What follows belongs to an exercise in optimizing a design on an open flow for small area, a short achievable clock period and few clock cycles; a production flow would make more cautious choices. The RTL was checked by simulation tests, not by an equivalence proof against the original design. Power is estimated from default activity; no workload was simulated.

==> module coprocessador, before the edit <==
module coprocessador(
	instruction,
	clk,
	rst,
	wr,
	dataOut,
	incorrect_addr_flag,
	overflow_flag,
	done_flag
);
	input [17:0] instruction;
	input clk, rst, wr;
	output reg [7:0] dataOut;
	output reg incorrect_addr_flag;
	output overflow_flag;
	output done_flag;
	localparam NOP = 3'b000, LOAD = 3'b001, STORE = 3'b010, ADD = 3'b011,
	           SUB = 3'b100, MULE = 3'b101, MULM = 3'b110, RST = 3'b111;
	wire [2:0] opcode = instruction[2:0];
	reg armed;         
	reg done;
	reg [17:0] ir;     
	reg ir_wr;
	reg st_pend;       
	reg clr_pend;      
	reg czero;         
	reg rst_q;         
	reg go_pend;       
	reg ovf;
	wire start = armed & (opcode != NOP) & ~rst;
	wire op_in = (opcode == ADD) | (opcode == SUB) | (opcode == MULE) | (opcode == MULM);
	wire start_op = start & op_in;
	assign done_flag = done;
	assign overflow_flag = ovf;
	reg is_mulm, is_mule, is_add, is_sub;
	wire [7:0] scal = ir[10:3];    
	reg act1;                  
	reg [4:0] j1, k1;          
	reg [7:0] xq [0:4];
	reg [7:0] yq;
	wire busy = act1;
	wire last1 = is_mulm ? (j1[4] & k1[4]) : j1[4];
	wire first1 = ~is_mulm | k1[0];
	wire [4:0] kn = is_mulm ? {k1[3:0], k1[4]} : 5'b00001;
	wire [4:0] jn = (is_mulm & ~k1[4]) ? j1 : {j1[3:0], j1[4]};
	always @(posedge clk) begin
		ir <= instruction;
		ir_wr <= wr;
		rst_q <= rst;
		if (rst) begin
			armed <= 1'b1;
			done <= 1'b0;
			st_pend <= 1'b0;
			clr_pend <= 1'b0;
			act1 <= 1'b0;
			go_pend <= 1'b0;
		end else begin
			armed <= (opcode == NOP);
			st_pend <= start & (opcode == STORE);
			clr_pend <= start & (opcode == RST);
			if (start) begin
				done <= ~op_in;
			end else if (act1 & last1) begin
				done <= 1'b1;
			end
			go_pend <= start_op & rst_q;
			if ((start_op & ~rst_q) | go_pend) begin
				act1 <= 1'b1;
			end else if (last1) begin
				act1 <= 1'b0;
			end
		end
		if (~busy & ~go_pend) begin
			is_mulm <= (opcode == MULM);
			is_mule <= (opcode == MULE);
			is_add <= (opcode == ADD);
			is_sub <= (opcode == SUB);
		end
		if (act1) begin
			j1 <= jn;
			k1 <= kn;
		end else begin
			j1 <= 5'b00001;
			k1 <= 5'b00001;
		end
	end
	wire ld_go = start & (opcode == LOAD);
	wire st_go = start & (opcode == STORE);
	wire bad_in = (opcode == LOAD) ? ((instruction[5:3] > 3'd4) | (instruction[8:6] > 3'd4)) :
	                                 ((instruction[6:4] > 3'd4) | (instruction[9:7] > 3'd4));
	always @(posedge clk) begin
		incorrect_addr_flag <= ((ld_go | st_go) & bad_in) | (~start & incorrect_addr_flag);
	end
	reg [7:0] A [0:4][0:4];
	reg [7:0] B [0:4][0:4];
	wire clear = rst_q | clr_pend;
	wire [7:0] wdata = ir[17:10] & {8{~clear}};
	wire st_ok = st_pend & ir_wr;
	genvar r, c;
	generate
		for (r = 0; r < 5; r = r + 1) begin : gr
			for (c = 0; c < 5; c = c + 1) begin : gc
				wire hit = st_ok & (ir[9:7] == r) & (ir[6:4] == c);
				always @(posedge clk) begin
					if (clear | (hit & ~ir[3])) A[r][c] <= wdata;
					if (clear | (hit & ir[3])) B[r][c] <= wdata;
				end
			end
		end
	endgenerate
	reg [7:0] C [0:4][0:4];
	always @(posedge clk) begin
		if (rst | (start & (opcode == RST))) czero <= 1'b1;
		else if (act1) czero <= 1'b0;
	end
	wire [4:0] lrow, lcol;
	generate
		for (c = 0; c < 5; c = c + 1) begin : ld
			assign lrow[c] = (instruction[8:6] == c);
			assign lcol[c] = (instruction[5:3] == c);
		end
	endgenerate
	wire [4:0] lrowg = lrow & {5{ld_go & ~czero}};
	reg [7:0] lrowv [0:4];
	reg [7:0] lval;
	integer i, k;
	always @(*) begin
		lval = dataOut & {8{~start}};
		for (i = 0; i < 5; i = i + 1) begin
			lrowv[i] = 8'd0;
			for (k = 0; k < 5; k = k + 1)
				lrowv[i] = lrowv[i] | (C[i][k] & {8{lcol[k]}});
			lval = lval | (lrowv[i] & {8{lrowg[i]}});
		end
	end
	always @(posedge clk) begin
		dataOut <= lval;
	end
	wire [4:0] sa = ~act1 ? 5'b00001 : is_mulm ? kn : jn;    
	wire [4:0] sb = is_mulm ? jn : j1;                       
	reg [7:0] acol [0:4];
	reg [7:0] bcol [0:4];
	reg [7:0] bnext;
	always @(*) begin
		bnext = 8'd0;
		for (i = 0; i < 5; i = i + 1) begin
			acol[i] = 8'd0;
			bcol[i] = 8'd0;
			for (k = 0; k < 5; k = k + 1) begin
				acol[i] = acol[i] | (A[i][k] & {8{sa[k]}});
				bcol[i] = bcol[i] | (B[i][k] & {8{sb[k]}});
			end
			bnext = bnext | (bcol[i] & {8{kn[i]}});
		end
	end
	always @(posedge clk) begin
		for (i = 0; i < 5; i = i + 1) xq[i] <= acol[i];
		if (~act1)
			yq <= (opcode == MULM) ? B[0][0] : (opcode == MULE) ? instruction[10:3] : 8'd1;
		else
			yq <= is_mulm ? bnext : is_mule ? scal : 8'd1;
	end
	wire [4:0] mov;
	wire [7:0] prod [0:4];
	wire [4:0] aov;
	wire [4:0] b80;
	generate
		for (r = 0; r < 5; r = r + 1) begin : lane
			mul8bc2 m(xq[r], yq, prod[r], mov[r]);
			wire [7:0] left = is_mulm ? (first1 ? 8'd0 : C[r][4]) :
			                  is_add ? bcol[r] : is_sub ? ~bcol[r] : 8'd0;
			wire [7:0] sum = left + prod[r] + {7'd0, is_sub};
			assign aov[r] = (left[7] == prod[r][7]) & (sum[7] != left[7]);
			assign b80[r] = is_sub & (bcol[r] == 8'h80);
			always @(posedge clk) begin
				if (act1) begin
					if (first1) begin
						C[r][0] <= C[r][1];
						C[r][1] <= C[r][2];
						C[r][2] <= C[r][3];
						C[r][3] <= C[r][4];
					end
					C[r][4] <= sum;
				end
			end
		end
	endgenerate
	always @(posedge clk) begin
		if (start_op) ovf <= 1'b0;
		else if (act1) ovf <= ovf | (|mov) | (|aov) | (|b80);
	end
endmodule
clock: 20.0 ns
lec_check: 0
cap_margin: 40
core_margin: 2
core_utilization: 65
cts_buf_list: sky130_fd_sc_hd__clkbuf_8 sky130_fd_sc_hd__clkbuf_16
cts_cluster_diameter: 60
cts_cluster_size: 30
place_density: 0.75
slew_margin: 40
standard.sh (not shown) runs the stock make flow with config.mk's settings and CLKGATE_MAP_FILE= SYNTH_SCRIPT=/design/flow/synth_recipe.tcl, a recipe that flattens the netlist after the stock synthesis.
==> flow/flow/run.sh <==
#!/bin/bash
# The standard layout with these changes:
#  - after the standard synthesis, its combinational logic is mapped again by
#    abc with an area-recovering script (flow/reabc.tcl, flow/area.abc); the
#    flip-flops, tie cells and adder cells stay as the standard synthesis made
#    them, with their names;
#  - plain buffers (instead of delay cells) on the ports;
#  - a clock tree without dummy loads.
set -euo pipefail
R="$PWD/orfs/results/${FLOW_PLATFORM}/coprocessador/base"
CTS='-sink_clustering_enable -repair_clock_nets -sink_clustering_size 30 -sink_clustering_max_diameter 60 -buf_list {sky130_fd_sc_hd__clkbuf_8 sky130_fd_sc_hd__clkbuf_16} -dont_use_dummy_load'
ARGS=(SETUP_SLACK_MARGIN=15 'BUFFER_PORTS_ARGS=-buffer_cell sky130_fd_sc_hd__buf_4' "CTS_ARGS=$CTS")
bash standard.sh "${ARGS[@]}" "$R/1_2_yosys.v" > flow_synth.log 2>&1
cp "$R/1_2_yosys.v" "$R/1_2_yosys_standard.v"
REABC_LIB="${FLOW_HOME}/platforms/${FLOW_PLATFORM}/lib/sky130_fd_sc_hd__tt_025C_1v80.lib" \
REABC_IN="$R/1_2_yosys_standard.v" REABC_OUT="$R/1_2_yosys.v" REABC_TOP="$FLOW_TOP" \
REABC_SCRIPT="$PWD/flow/area.abc" \
  yosys -c flow/reabc.tcl > flow_reabc.log 2>&1
bash standard.sh "${ARGS[@]}" finish > flow_make.log 2>&1
Other scripts of this flow, unchanged in this note and not shown: flow/flow/area.abc, flow/flow/reabc.tcl
Testbench counts at the start, summed over its fixed seeds: cycles 27,000.
Then changed:
--- a/flow/design.v
+++ b/flow/design.v
@@ -119,13 +119,9 @@
 	           SUB = 3'b100, MULE = 3'b101, MULM = 3'b110, RST = 3'b111;
 	wire [2:0] opcode = instruction[2:0];
+	wire [7:0] scal = instruction[10:3];    
 	reg armed;         
 	reg done;
-	reg [17:0] ir;     
-	reg ir_wr;
-	reg st_pend;       
 	reg clr_pend;      
 	reg czero;         
-	reg rst_q;         
-	reg go_pend;       
 	reg ovf;
 	wire start = armed & (opcode != NOP) & ~rst;
@@ -135,10 +131,9 @@
 	assign overflow_flag = ovf;
 	reg is_mulm, is_mule, is_add, is_sub;
-	wire [7:0] scal = ir[10:3];    
 	reg act1;                  
 	reg [4:0] j1, k1;          
+	reg [4:0] sb;              
 	reg [7:0] xq [0:4];
 	reg [7:0] yq;
-	wire busy = act1;
 	wire last1 = is_mulm ? (j1[4] & k1[4]) : j1[4];
 	wire first1 = ~is_mulm | k1[0];
@@ -146,17 +141,11 @@
 	wire [4:0] jn = (is_mulm & ~k1[4]) ? j1 : {j1[3:0], j1[4]};
 	always @(posedge clk) begin
-		ir <= instruction;
-		ir_wr <= wr;
-		rst_q <= rst;
 		if (rst) begin
 			armed <= 1'b1;
 			done <= 1'b0;
-			st_pend <= 1'b0;
 			clr_pend <= 1'b0;
 			act1 <= 1'b0;
-			go_pend <= 1'b0;
 		end else begin
 			armed <= (opcode == NOP);
-			st_pend <= start & (opcode == STORE);
 			clr_pend <= start & (opcode == RST);
 			if (start) begin
@@ -165,6 +154,5 @@
 				done <= 1'b1;
 			end
-			go_pend <= start_op & rst_q;
-			if ((start_op & ~rst_q) | go_pend) begin
+			if (start_op) begin
 				act1 <= 1'b1;
 			end else if (last1) begin
@@ -172,5 +160,5 @@
 			end
 		end
-		if (~busy & ~go_pend) begin
+		if (~act1) begin
 			is_mulm <= (opcode == MULM);
 			is_mule <= (opcode == MULE);
@@ -181,29 +169,31 @@
 			j1 <= jn;
 			k1 <= kn;
+			sb <= (is_mulm & kn[4]) ? {jn[3:0], jn[4]} : jn;
 		end else begin
 			j1 <= 5'b00001;
 			k1 <= 5'b00001;
-		end
-	end
-	wire ld_go = start & (opcode == LOAD);
-	wire st_go = start & (opcode == STORE);
-	wire bad_in = (opcode == LOAD) ? ((instruction[5:3] > 3'd4) | (instruction[8:6] > 3'd4)) :
-	                                 ((instruction[6:4] > 3'd4) | (instruction[9:7] > 3'd4));
-	always @(posedge clk) begin
-		incorrect_addr_flag <= ((ld_go | st_go) & bad_in) | (~start & incorrect_addr_flag);
+			sb <= 5'b00001;
+		end
+	end
+	wire ld_in = (opcode == LOAD);
+	wire st_in = (opcode == STORE);
+	wire bad_in = ld_in ? ((instruction[5:3] > 3'd4) | (instruction[8:6] > 3'd4)) :
+	                      ((instruction[6:4] > 3'd4) | (instruction[9:7] > 3'd4));
+	always @(posedge clk) begin
+		incorrect_addr_flag <= ((ld_in | st_in) & bad_in) | ((opcode == NOP) & incorrect_addr_flag);
 	end
 	reg [7:0] A [0:4][0:4];
 	reg [7:0] B [0:4][0:4];
-	wire clear = rst_q | clr_pend;
-	wire [7:0] wdata = ir[17:10] & {8{~clear}};
-	wire st_ok = st_pend & ir_wr;
+	wire clear = rst | clr_pend;
+	wire [7:0] wdata = instruction[17:10] & {8{~clear}};
+	wire st_ok = st_in & wr;
 	genvar r, c;
 	generate
 		for (r = 0; r < 5; r = r + 1) begin : gr
 			for (c = 0; c < 5; c = c + 1) begin : gc
-				wire hit = st_ok & (ir[9:7] == r) & (ir[6:4] == c);
+				wire hit = st_ok & (instruction[9:7] == r) & (instruction[6:4] == c);
 				always @(posedge clk) begin
-					if (clear | (hit & ~ir[3])) A[r][c] <= wdata;
-					if (clear | (hit & ir[3])) B[r][c] <= wdata;
+					if (clear | (hit & ~instruction[3])) A[r][c] <= wdata;
+					if (clear | (hit & instruction[3])) B[r][c] <= wdata;
 				end
 			end
@@ -222,10 +212,10 @@
 		end
 	endgenerate
-	wire [4:0] lrowg = lrow & {5{ld_go & ~czero}};
+	wire [4:0] lrowg = lrow & {5{ld_in & ~czero}};
 	reg [7:0] lrowv [0:4];
 	reg [7:0] lval;
 	integer i, k;
 	always @(*) begin
-		lval = dataOut & {8{~start}};
+		lval = dataOut & {8{opcode == NOP}};
 		for (i = 0; i < 5; i = i + 1) begin
 			lrowv[i] = 8'd0;
@@ -239,5 +229,4 @@
 	end
 	wire [4:0] sa = ~act1 ? 5'b00001 : is_mulm ? kn : jn;    
-	wire [4:0] sb = is_mulm ? jn : j1;                       
 	reg [7:0] acol [0:4];
 	reg [7:0] bcol [0:4];
@@ -252,5 +241,5 @@
 				bcol[i] = bcol[i] | (B[i][k] & {8{sb[k]}});
 			end
-			bnext = bnext | (bcol[i] & {8{kn[i]}});
+			bnext = bnext | (bcol[i] & {8{k1[(i + 4) % 5]}});
 		end
 	end
@@ -258,5 +247,5 @@
 		for (i = 0; i < 5; i = i + 1) xq[i] <= acol[i];
 		if (~act1)
-			yq <= (opcode == MULM) ? B[0][0] : (opcode == MULE) ? instruction[10:3] : 8'd1;
+			yq <= (opcode == MULM) ? B[0][0] : (opcode == MULE) ? scal : 8'd1;
 		else
 			yq <= is_mulm ? bnext : is_mule ? scal : 8'd1;
=>
- maximum frequency barely changes
- via count decreases by about 2.5%
- total power decreases by 2.5%
- clock-buffer cell count increases by 1
- sequential power barely changes
- critical path depth stays the same
- final area decreases by about 1.1%
- wire length increases by about 2.3%
- sequential share of layout area decreases by 0.20 points
- die area decreases by 2.0%
Testbench counts after the change, summed over its fixed seeds: cycles 27,000.

## what the ideal ports hide
In the flow no input, the clock included, has a driving cell. The finished layouts below were timed again as built, in two steps. Step 1: set_driving_cell puts a clkbuf_16 on clk and a buf_2 on each other input, an assumption about the parent block. Step 2 adds t to the input delays and takes it off the output delays; t is the mean of the earliest and latest rising clock arrival at the registers after step 1. Input paths then give back, and output paths get back, about the clock's delay inside the block. Three values: ideal ports, drivers, drivers and shift; two values: the first two.
run | t, ns | setup slack, ns | worst setup path after step 2 | clock arrival spread, ns | worst register clock-pin slew, ns
the first run | 0.647 | 14.884 / 14.819 / 14.220 | input to register | 0.082 / 0.081 | 0.11 / 0.11
the second run | 0.627 | 14.891 / 14.833 / 14.383 | input to register | 0.107 / 0.108 | 0.11 / 0.11
After both steps setup and hold are still met in every run listed. For the first run, which loses most, drivers alone change the setup slack by -0.065 ns; drivers and shift together by -0.664 ns.
